This is an optimization exercise on Yosys and OpenROAD, whose aim is small area, a short achievable clock period and few clock cycles, not a production implementation. The RTL was checked by simulation tests, not by an equivalence proof against the original design.

==> flow/design.v (outline; a module is shown in full before it is edited, if it fits) <==
// module geofence: 1451 lines
// module geofence_fa: 6 lines
module geofence (clk, reset, X, Y, valid, is_inside);
  // ...
==> flow/run.sh <==
#!/bin/bash
# synth_recipe.tcl (not shown) runs the flow's synth.tcl, then flattens the netlist and writes it again
# the make line also repeats each setting of config.mk as NAME=value (left out here)
make -C /OpenROAD-flow-scripts/flow DESIGN_CONFIG=/design/flow/config.mk WORK_HOME=/design/flow/orfs CLKGATE_MAP_FILE= SYNTH_SCRIPT=/design/flow/synth_recipe.tcl finish
==> flow/config.mk <==
export PLATFORM = sky130hd
export DESIGN_NAME = geofence
export DESIGN_NICKNAME = geofence
export VERILOG_FILES = /design/flow/design.v
export SDC_FILE = /design/flow/constraint.sdc
export NUM_CORES = 4
export LEC_CHECK = 0
export CAP_MARGIN = 20
export CORE_MARGIN = 2
export CORE_UTILIZATION = 60
export GPL_ROUTABILITY_DRIVEN = 0
export SETUP_SLACK_MARGIN = 5
export SLEW_MARGIN = 20
export SYNTH_HIERARCHICAL = 1
export SYNTH_MINIMUM_KEEP_SIZE = 0
export TNS_END_PERCENT = 0
==> flow/constraint.sdc <==
create_clock -name core_clock -period 10.0 [get_ports {clk}]
set_input_delay 2.0000 -clock core_clock [delete_from_list [all_inputs] [get_ports {clk}]]
set_output_delay 2.0000 -clock core_clock [all_outputs]
set_load 0.01 [all_outputs]
==> key figures, run 1 <==
STA
  • Post-route setup slack: about 4.4 ns
  • Slew @ Worst Pin: 0.966 ns
  • Unrepaired setup endpoints after global routing: yes

Synthesis
  • Netlist cell types: slightly above 70
  • Top cells by area, synth: fa_1 45%, edfxtp_1 14%, nand2_1 10%
  • Sequential share of the synthesized area: 0.177
  • Commonest cells in the netlist: 399 x nand2_1, 324 x fa_1, 157 x inv_1
  • FFs w/ async S/R, synth: 0.0532
  • Syn avg cell area: between 10 and 15 um2

Cells and area
  • Share of layout cells above drive strength 1: 0.108
  • Plain + repair buffers: roughly 120
  • ANT cells: 0

Status
  • Status: timing/DRC/antenna clean

Setup path
  • Max Fanout on Critical Path: 22
  • Critical Path RT: 10.05 ns
  • Worst Setup End Kind: flip-flop
  • CP arrival: 5.70 ns
  • Kind of critical path: flip-flop to flip-flop

Floorplanning
  • IO Count: 24
  • Tap Count: 319

Global route
  • Overall global routing resource usage: 0.303

Place
  • DP HPWL: between 20000 and 30000 um

Run
  • Number of max-cap violations: 0

Route
  • Iter 0 DRT Violations: 824
Testbench counts, summed over its fixed seeds: cycles 21,600.
==> run 2: changes to the inputs <==
--- a/flow/config.mk
+++ b/flow/config.mk
@@ -8,7 +8,7 @@
 export CAP_MARGIN = 20
 export CORE_MARGIN = 2
 export CORE_UTILIZATION = 60
-export GPL_ROUTABILITY_DRIVEN = 0
+export PLACE_DENSITY = 0.5
 export SETUP_SLACK_MARGIN = 5
 export SLEW_MARGIN = 20
 export SYNTH_HIERARCHICAL = 1
==> run 2 against run 1 <==
Net effect: first-iteration DRC count did not move; global-route usage did not move; non-clock buffer count did not move; largest cell class unchanged; critical path depth did not move; core utilization did not move; highest routed layer unchanged; worst setup slack did not move; sequential share of layout area did not move.
==> key figures, run 2 <==
Status
  • Status: timing/DRC/antenna clean

Route
  • Via density: between 5 and 6
  • First drt pass iteration count: 6
  • Via count: around 11000
  • Drt total wl: 36300 um
  • DR WL/cell: 20.1 um
  • Iter 0 DRT Violations: 824 (unchanged)
  • Post-DRT Antenna Nets: 0
  • DRC: 0

STA
  • Slew @ Worst Pin: 0.966 ns (unchanged)
  • Unrepaired setup endpoints after global routing: yes
  • Final hold violations: 0
  • Clock skew: ~0.0066 ns
  • Setup TNS: 0 ns
  • # setup viols final: 0
  • Slew headroom: 0.355
  • Fin. max-slew vios: 0
  • Fmax: 177 MHz
  • Min Tclk post-route: between 5 and 6 ns
  • Period utilization: 0.565

Cells and area
  • Layout Area Growth over Synthesis: 10.8%
  • Fill count: 1882
  • Final core utilization: 0.680
  • Final nets: approximately 1900
  • Most frequent cells in the layout: 396 x nand2_1, 313 x fa_1, 154 x inv_1
  • Post-route cell area: about 16000 um2
  • Share of layout cells above drive strength 1: 0.108 (unchanged)
  • FF+latch area: 2580 um2
  • Commonest non-fill, non-tap cell in the layout: nand2_1
  • ANT cells: 0 (unchanged)
  • Multi-input gate area: 11100 um2

Synthesis
  • Mapped Nets: 1851
  • Netlist cell types: 71 (unchanged)
  • EDFF count, synth: 65
  • Sequential share of the synthesized area: 0.177 (unchanged)
  • FFs w/ async S/R, synth: 0.0532 (unchanged)
  • Top cells by area, synth: fa_1 45%, edfxtp_1 14%, nand2_1 10%
  • Ys Warns: 7
  • Most common cell in the synthesized netlist: nand2_1
  • Most used DFF post-synth: edfxtp_1
  • Synth top area share: 0.449
  • Syn avg cell area: 10.1 um2 (unchanged)
  • Syn Std Cell Area: approximately 14000 um2
  • Commonest cells in the netlist: 399 x nand2_1, 324 x fa_1, 157 x inv_1
  • Cells after Synth: 1436
  • Number of synthesized register bits: 94
  • Post-synth top area cell: fa_1

Hold path
  • HP Class: flip-flop to flip-flop

Global route
  • Gr ovfl total: 0
  • Overall global routing resource usage: 0.303 (unchanged)
  • Largest net degree at the start of global routing: 24
  • Vias in the first global route: 11500
  • First-pass GRT wire length: about 60000 um
  • Initial antenna violation count: 0

Setup path
  • CP Launch Type: flip-flop
  • Max Fanout on Critical Path: 22 (unchanged)
  • CP arrival: 5.70 ns (about the same)
  • Critical Path RT: 10.05 ns (about the same)
  • Kind of critical path: flip-flop to flip-flop
  • Worst Setup End Kind: flip-flop

Floorplanning
  • Rows: 56
  • Die H: around 160 um
  • Die width: approximately 160 um
  • IO Count: 24 (unchanged)
  • Die area: 25300 um2
  • Core ar.: 23500 um2
  • Initial core utilization: 0.614

Clock network
  • CTS clk-pin slew, worst paths: ~0.060 ns
  • CTS tree: done
  • # clock sinks: 94
  • Root Driver: clkbuf_16
  • Cts hold-fix bufs: 0
  • CTS buffer count: 9
  • Clock latency (worst-skew pair): 0.34 ns
  • Max clock buf depth: 2
  • H-tree depth: 3

Place
  • Placer Congestion: 0.901
  • DP HPWL: 25500 um (unchanged)
  • # port buffers: 23
  • Area of placed instances: 15000 um2

Run
  • Number of max-cap violations: 0 (unchanged)
[run 2: cell counts in the layout (fill, tap and decap cells not counted)]
Identical to the previous run, type by type.
[run 2: cells by family (layout without fill, tap and decap cells)]
group / after synthesis / count (layout) / synth area share
compound gates: 128 / 128 / 0.0644
xor+xnor: 40 / 40 / 0.0253
flops: 94 / 94 / 0.177
fa+ha+maj: 394 / 394 / 0.509
mux: 4 / 4 / 0.00372
simple gates: 535 / 536 / 0.158
buf+inv: 241 / 291 / 0.0628
[run 2: Yosys stat by module, one instance, submodules excluded]
module / area [um2] / flops+latches
geofence: 8000 / 94
geofence_fa: 20.0 / 0
[run 2: final cells by class]
cell class / instances / area share
timing repair buffer: 117 / 0.0618
sequential: 94 / 0.161
clock inverter: 5 / 0.00461
multi-input combinational: 1102 / 0.696
tap: 319 / 0.0249
clock buffer: 11 / 0.0145
inverter: 158 / 0.0370
[run 2: timing repair]
action | CTS | global route
buffers inserted | 67 | 14
cloned | 0 | 1
resized for setup | 22 | 10
setup endpoints to repair | 53 | 54
[run 2: per-layer routing]
layer,global-route usage,vias up,part of all wire
met1,0.400,5354,0.39
li1,-,4629,-
met5,0,-,0
met3,0.0529,99,0.085
met2,0.510,469,0.49
met4,0.109,0,0.038
[run 2: worst paths after layout]
kind / cells after the start / slack, ns / start / end
setup / recovery: 19 / 4.35 / vym[7] / bxm[4]
hold / removal: 1 / 0.49 / ph[0] / ph[0]
setup reg to reg: 19 / 4.35 / vym[7] / bxm[4]
hold reg to reg: 1 / 0.49 / ph[0] / ph[0]
max in group asynchronous: 2 / 7.96 / reset / ph[1]
min in group asynchronous: 2 / 1.86 / reset / valid
[run 2: metrics by stage]
stage          cells  hold WS [ns]  setup WS [ns]
4_1_cts         1791         0.493           4.39
3_3_place_gp    1708         0.487           3.89
2_1_floorplan   1436         0.446           4.68
6_report        1806         0.489           4.35
3_5_place_dp    1708         0.482           3.69
5_1_grt         1806         0.516           4.16
[run 2: critical path: stages, from the launching register on]
cell	delay (ns)
dfxtp_4	0.49
nand2_4	0.08
fa_2	0.41
fa_2	0.37
fa_1	0.50
inv_2	0.05
fa_2	0.53
inv_2	0.04
fa_2	0.34
inv_2	0.06
fa_1	0.42
fa_1	0.57
o22ai_2	0.11
nor4_4	0.20
o2111ai_1	0.18
nor4_2	0.30
o211ai_1	0.17
nand3_2	0.19
nand2b_4	0.19
nand2_8	0.13
==> run 3: changes to the inputs <==
--- a/flow/config.mk
+++ b/flow/config.mk
@@ -8,7 +8,6 @@
 export CAP_MARGIN = 20
 export CORE_MARGIN = 2
 export CORE_UTILIZATION = 60
-export PLACE_DENSITY = 0.5
 export SETUP_SLACK_MARGIN = 5
 export SLEW_MARGIN = 20
 export SYNTH_HIERARCHICAL = 1
==> run 3 against run 2 <==
Net effect: synthesized cell count did not move; wire length is the same; core utilization unchanged; critical path type unchanged.
==> key figures, run 3 <==
Status
  • Status: timing/DRC/antenna clean

Clock network
  • H-tree depth: 3 (unchanged)
  • CTS buffer count: 9 (unchanged)
  • # clock sinks: 94 (unchanged)
  • CTS clk-pin slew, worst paths: 0.06 ns (about the same)
  • Max clock buf depth: 2 (unchanged)
  • Clock latency (worst-skew pair): 0.34 ns (about the same)
  • CTS tree: done
  • Root Driver: clkbuf_16

Route
  • DRC: 0 (unchanged)
  • Via count: 10600 (unchanged)
  • DR WL/cell: 20.1 um (unchanged)
  • Post-DRT Antenna Nets: 0 (unchanged)
  • Drt total wl: 36300 um (unchanged)
  • First drt pass iteration count: 6 (unchanged)
  • Via density: 5.84 (unchanged)
  • Iter 0 DRT Violations: 824 (unchanged)

Synthesis
  • Ys Warns: 7 (unchanged)
  • Post-synth top area cell: fa_1
  • Syn avg cell area: 10.1 um2 (unchanged)
  • Sequential share of the synthesized area: 0.177 (unchanged)
  • EDFF count, synth: 65 (unchanged)
  • Syn Std Cell Area: 14500 um2 (unchanged)
  • Most common cell in the synthesized netlist: nand2_1
  • Netlist cell types: 71 (unchanged)
  • Mapped Nets: 1851 (unchanged)
  • Commonest cells in the netlist: 399 x nand2_1, 324 x fa_1, 157 x inv_1
  • Cells after Synth: 1436 (unchanged)
  • FFs w/ async S/R, synth: 0.0532 (unchanged)
  • Number of synthesized register bits: 94 (unchanged)
  • Top cells by area, synth: fa_1 45%, edfxtp_1 14%, nand2_1 10%
  • Synth top area share: 0.449 (unchanged)
  • Most used DFF post-synth: edfxtp_1

Place
  • Pre-CTS setup slack: 3.69 ns (unchanged)
  • Placer Congestion: 0.901 (unchanged)
  • DP HPWL: 25500 um (unchanged)
  • Area of placed instances: 15000 um2 (unchanged)
  • # port buffers: 23 (unchanged)

Cells and area
  • Post-route cell area: 16000 um2 (unchanged)
  • Layout Area Growth over Synthesis: 10.8% (unchanged)
  • Commonest non-fill, non-tap cell in the layout: nand2_1
  • Most frequent cells in the layout: 396 x nand2_1, 313 x fa_1, 154 x inv_1
  • ANT cells: 0 (unchanged)
  • Final core utilization: 0.680 (unchanged)
  • Share of layout cells above drive strength 1: 0.108 (unchanged)
  • Final nets: 1897 (unchanged)

Setup path
  • CP max stage cell: fa_1
  • Top delay family on crit path: adder cells
  • Largest stage delay, worst path: 0.57 ns (about the same)
  • CP Launch Type: flip-flop
  • Crit path cell chain: nand2_4, fa_2, fa_2, fa_1, inv_2, fa_2, inv_2, fa_2, inv_2, fa_1, fa_1, o22ai_2, nor4_4, o2111ai_1, nor4_2, o211ai_1, nand3_2, nand2b_4, nand2_8
  • CP most frequent cell: fa_2
  • Buffers & Inverters on Critical Path: 3 (unchanged)
  • Max Fanout on Critical Path: 22 (unchanged)
  • Kind of critical path: flip-flop to flip-flop
  • CP arrival: 5.70 ns (about the same)
  • Worst Setup End Kind: flip-flop
  • Critical Path RT: 10.05 ns (about the same)

Floorplanning
  • Rows: 56 (unchanged)
  • IO Count: 24 (unchanged)
  • Die area: 25300 um2 (unchanged)
  • Initial core utilization: 0.614 (unchanged)
  • Die H: 159 um (unchanged)
  • Core ar.: 23500 um2 (unchanged)
  • Die width: 159 um (unchanged)

STA
  • Hold Slack: 0.489 ns (unchanged)
  • Slew headroom: 0.355 (unchanged)
  • Unrepaired setup endpoints after global routing: yes
  • Period utilization: 0.565 (unchanged)
  • Final hold violations: 0 (unchanged)
  • Setup TNS: 0 ns (unchanged)
  • Post-route setup slack: 4.35 ns (unchanged)
  • Fmax: 177 MHz (unchanged)
  • Clock skew: 0.00661 ns (unchanged)
  • # setup viols final: 0 (unchanged)
  • Min Tclk post-route: 5.65 ns (unchanged)
  • Slew @ Worst Pin: 0.966 ns (unchanged)
  • Fin. max-slew vios: 0 (unchanged)

Hold path
  • HP Class: flip-flop to flip-flop

Global route
  • Largest net degree at the start of global routing: 24 (unchanged)
  • Vias in the first global route: 11500 (unchanged)
  • Initial antenna violation count: 0 (unchanged)
  • First-pass GRT wire length: 59300 um (unchanged)
  • Gr ovfl total: 0 (unchanged)
  • Overall global routing resource usage: 0.303 (unchanged)

Run
  • Number of max-cap violations: 0 (unchanged)
[run 3: cell counts after synthesis]
No cell type changed its count.
[run 3: cell families (layout without fill, tap and decap cells)]
| logic type | Yosys count | after routing | synth area share |
|---|---|---|---|
| compound gates | 128 | 128 | 0.0644 |
| xor+xnor | 40 | 40 | 0.0253 |
| fa+ha+maj | 394 | 394 | 0.509 |
| buf+inv | 241 | 291 | 0.0628 |
| flops | 94 | 94 | 0.177 |
| mux | 4 | 4 | 0.00372 |
| simple gates | 535 | 536 | 0.158 |
[run 3: path summary, 6_finish.rpt]
path                       cells past startpoint  slack, ns     end   start
setup reg to reg                              19       4.35  bxm[4]  vym[7]
hold reg to reg                                1       0.49   ph[0]   ph[0]
setup / recovery                              19       4.35  bxm[4]  vym[7]
max in group asynchronous                      2       7.96   ph[1]   reset
min in group asynchronous                      2       1.86   valid   reset
hold / removal                                 1       0.49   ph[0]   ph[0]
[run 3: Yosys stat by module (local to each module, per instance)]
module	cells inside	cell area (um2)
geofence	1114	8000
geofence_fa	1	20.0
[run 3: cell type report]
class                           instances  area [um2]
Timing Repair Buffer                  117         990
Multi-Input combinational cell       1102       11100
Fill cell                            1882        7530
Clock buffer                           11         233
Sequential cell                        94        2580
Inverter                              158         593
Tap cell                              319         399
Clock inverter                          5        73.8
[run 3: worst reg2reg max path, delay by kind of cell (launching register included)]
family	cells	cell delay, ns
flops	1	0.49
simple gates	6	1.10
fa+ha+maj	7	3.14
compound gates	3	0.47
buf+inv	3	0.15
[run 3: through the flow]
stage                     instances
final                          1806
after global placement         1708
after detailed placement       1708
after global routing           1806
after floorplan                1436
after CTS                      1791
[run 3: layer usage]
layer  vias up  share of wire  global-route usage
li1       4629              -                   -
met2       469           0.49               0.510
met5         -              0                   0
met3        99          0.085              0.0529
met1      5354           0.39               0.400
met4         0          0.038               0.109
[run 3: repair_timing]
| action | CTS | global route |
|---|---|---|
| setup endpoints to repair | 53 | 54 |
| endpoints found under the hold margin | 0 | 0 |
| hold buffers | 0 | 0 |
| cloned | 0 | 1 |
| pin swaps | 0 | 0 |
| setup buffers | 67 | 14 |
| gates resized for setup | 22 | 10 |
==> run 4: changes to the inputs <==
--- a/flow/config.mk
+++ b/flow/config.mk
@@ -8,6 +8,7 @@
 export CAP_MARGIN = 20
 export CORE_MARGIN = 2
 export CORE_UTILIZATION = 60
+export PLACE_DENSITY_LB_ADDON = 0.2
 export SETUP_SLACK_MARGIN = 5
 export SLEW_MARGIN = 20
 export SYNTH_HIERARCHICAL = 1
==> run 4 against run 3 <==
Net effect: final cell count decreased by 1.3%; synthesized cell count unchanged; final area decreased by 1.1%; hold slack got worse by 0.0087 ns; critical path depth shrank 2; maximum frequency shrank 2.6%; count of clock-buffer cells in the layout down 2; wire length decreased by 2.1%; flip-flop and latch count unchanged.
==> key figures, run 4 <==
Status
  • Status: timing/DRC/antenna clean

Synthesis
  • Sequential share of the synthesized area: 0.177 (unchanged)
  • Commonest cells in the netlist: 399 x nand2_1, 324 x fa_1, 157 x inv_1
  • Post-synth top area cell: fa_1
  • Mapped Nets: 1851 (unchanged)
  • Cells after Synth: 1436 (unchanged)
  • Ys Warns: 7 (unchanged)
  • Number of synthesized register bits: 94 (unchanged)
  • Syn Std Cell Area: 14500 um2 (unchanged)
  • EDFF count, synth: 65 (unchanged)
  • Most used DFF post-synth: edfxtp_1
  • Netlist cell types: 71 (unchanged)
  • Top cells by area, synth: fa_1 45%, edfxtp_1 14%, nand2_1 10%
  • Most common cell in the synthesized netlist: nand2_1
  • Syn avg cell area: 10.1 um2 (unchanged)
  • Synth top area share: 0.449 (unchanged)
  • FFs w/ async S/R, synth: 0.0532 (unchanged)

Setup path
  • Largest stage delay, worst path: 0.69 ns (+0.12 ns)
  • Worst Reg2Reg Path Length in Cells: 17 (-2)
  • Critical Path RT: 10.07 ns (+0.02 ns)
  • CP max stage cell: edfxtp_1
  • CP most frequent cell: fa_1
  • Max Fanout on Critical Path: 11 (-50%)
  • Worst Setup End Kind: flip-flop
  • Kind of critical path: flip-flop to flip-flop
  • Crit path cell chain: nand2_1, fa_1, fa_1, fa_2, inv_2, fa_2, inv_2, fa_1, fa_1, o22ai_2, nor4_4, o2111ai_1, nor4_2, o211ai_1, nand3_2, nand2b_4, nand2_8
  • CP Launch Type: flip-flop
  • CP arrival: 5.87 ns (+0.17 ns)

STA
  • Fmax: 172 MHz (-2.6%)
  • Fin. max-slew vios: 0 (unchanged)
  • Slew headroom: 0.378 (+0.0226)
  • Period utilization: 0.580 (+0.0151)
  • Post-route setup slack: 4.20 ns (-0.151 ns)
  • Slew @ Worst Pin: 0.932 ns (-0.0339 ns)
  • # setup viols final: 0 (unchanged)
  • Min Tclk post-route: 5.80 ns (+0.151 ns)
  • Unrepaired setup endpoints after global routing: yes
  • Clock skew: 0.00878 ns (+0.00217 ns)
  • Final hold violations: 0 (unchanged)
  • Setup TNS: 0 ns (unchanged)

Floorplanning
  • Die area: 25300 um2 (unchanged)
  • Die H: 159 um (unchanged)
  • IO Count: 24 (unchanged)
  • Die width: 159 um (unchanged)
  • Initial core utilization: 0.614 (unchanged)
  • Rows: 56 (unchanged)
  • Core ar.: 23500 um2 (unchanged)

Cells and area
  • Commonest non-fill, non-tap cell in the layout: nand2_1
  • FF+latch area: 2600 um2 (+0.63%)
  • Final nets: 1874 (-1.2%)
  • Layout Area Growth over Synthesis: 9.58%
  • Multi-input gate area: 11100 um2 (about the same)
  • Share of layout cells above drive strength 1: 0.0984 (-0.00991)
  • Most frequent cells in the layout: 396 x nand2_1, 314 x fa_1, 154 x inv_1
  • ANT cells: 0 (unchanged)
  • Fill count: 1826 (-3.0%)

Global route
  • Initial antenna violation count: 0 (unchanged)
  • First-pass GRT wire length: 58800 um (-0.84%)
  • Vias in the first global route: 11700 (+1.6%)
  • Overall global routing resource usage: 0.297 (-0.00622)
  • Gr ovfl total: 0 (unchanged)
  • Largest net degree at the start of global routing: 24 (unchanged)

Route
  • Via density: 5.97 (+2.2%)
  • First drt pass iteration count: 5 (-1)
  • DR WL/cell: 19.9 um (-0.86%)
  • Iter 0 DRT Violations: 949 (+15%)
  • Via count: 10600 (+0.86%)
  • DRC: 0 (unchanged)
  • Drt total wl: 35600 um (-2.1%)
  • Post-DRT Antenna Nets: 0 (unchanged)

Clock network
  • H-tree depth: 3 (unchanged)
  • Root Driver: clkbuf_16
  • CTS clk-pin slew, worst paths: 0.07 ns (about the same)
  • Clock latency (worst-skew pair): 0.35 ns (about the same)
  • # clock sinks: 94 (unchanged)
  • Cts hold-fix bufs: 0 (unchanged)
  • CTS buffer count: 9 (unchanged)
  • CTS tree: done
  • Max clock buf depth: 2 (unchanged)

Hold path
  • Hold path cells: 1 (unchanged)
  • HP Class: flip-flop to flip-flop

Run
  • Number of max-cap violations: 0 (unchanged)

Place
  • Placer Congestion: 0.877 (-2.6%)
  • # port buffers: 23 (unchanged)
  • Pre-CTS setup slack: 3.72 ns (+0.0275 ns)
  • DP HPWL: 25100 um (-1.8%)
-- run 4: cell counts after synthesis --
No cell type changed its count.
-- run 4: logic make-up (layout without fill, tap and decap cells) --
logic type,Yosys count,in the layout,share of synthesized area
AOI/OAI and AO/OA,128,128,0.0644
xor gates and xnor gates,40,40,0.0253
adders and majority gates,394,394,0.509
buffers and inverters,241,268,0.0628
DFF,94,94,0.177
muxes,4,4,0.00372
and+or+nand+nor,535,536,0.158
-- run 4: through the flow --
step / area (um2) / std cells / util / hold slack (ns)
finish: 15800 / 1783 / 0.673 / 0.480
global route: 15800 / 1783 / 0.673 / 0.519
CTS: 15800 / 1781 / 0.671 / 0.485
detailed placement: 14900 / 1705 / 0.635 / 0.476
global placement: 14900 / 1705 / 0.635 / 0.471
floorplan: 14600 / 1436 / - / 0.446
-- run 4: layout make-up --
type | count | area share
multi-input cells | 1102 | 0.703
flip-flops and latches | 94 | 0.164
repair buffers | 94 | 0.0509
inverters | 158 | 0.0375
well taps | 319 | 0.0252
clock buffers | 9 | 0.0142
clock inverters | 7 | 0.00506
-- run 4: routing by layer --
layer / vias to the layer above / part of all wire / global-route usage
met5: - / 0 / 0
met1: 5359 / 0.37 / 0.375
met3: 140 / 0.095 / 0.0641
met2: 558 / 0.49 / 0.497
li1: 4585 / - / -
met4: 0 / 0.049 / 0.129
-- run 4: per-module statistics from Yosys (local to each module, per instance) --
module       flops+latches  cells  times used  cell area (um2)
geofence                94   1114           1             8000
geofence_fa              0      1         322             20.0
-- run 4: worst max-delay path: cells and delay by family, from the launching register on --
family / cells / cell delay, ns
buffers and inverters: 2 / 0.10
DFF: 1 / 0.69
adders and majority gates: 6 / 2.93
and+or+nand+nor: 6 / 1.34
AOI/OAI and AO/OA: 3 / 0.46
-- run 4: path summary, 6_finish.rpt --
kind,slack (ns),from,endpoint
max in group asynchronous,7.98,reset,ph[1]
worst max-delay path,4.20,aym[5],bym[9]
worst max register to register,4.20,aym[5],bym[9]
min in group asynchronous,1.85,reset,ph[0]
worst min-delay path,0.48,ph[0],ph[0]
worst min register to register,0.48,ph[0],ph[0]
-- run 4: repair_timing --
action	in CTS	in global routing
endpoints found under the setup margin	53	55
pin swaps	0	2
cloned	0	1
resized for setup	29	3
hold endpoints to repair	0	0
setup buffers	60	1

[afterwards: timing with drivers on the ports]
How much do the figures lean on ideal ports? The routed layouts below were timed once more, with nothing changed but the port constraints. Step 1 assumes that a clkbuf_16 drives the clock port and a buf_2 every other input. Step 2 also shifts input and output timing later by t, the mid clock arrival at the registers, as if the neighbouring blocks saw the same clock. Slacks: ideal / step 1 / step 2; pairs: ideal / step 1.
run | t, ns | slack for setup (ns) | worst setup path at the end | worst register clock-pin slew, ns | cell pins on the clock port's net
run 1 | 0.382 | 4.354 / 4.354 / 4.190 | input to register | 0.06 / 0.06 | 1
run 2 | 0.382 | 4.354 / 4.354 / 4.190 | input to register | 0.06 / 0.06 | 1
run 3 | 0.382 | 4.354 / 4.354 / 4.190 | input to register | 0.06 / 0.06 | 1
run 4 | 0.387 | 4.202 / 4.202 / 4.155 | input to register | 0.07 / 0.07 | 1
After both steps setup and hold are still met in every run listed.
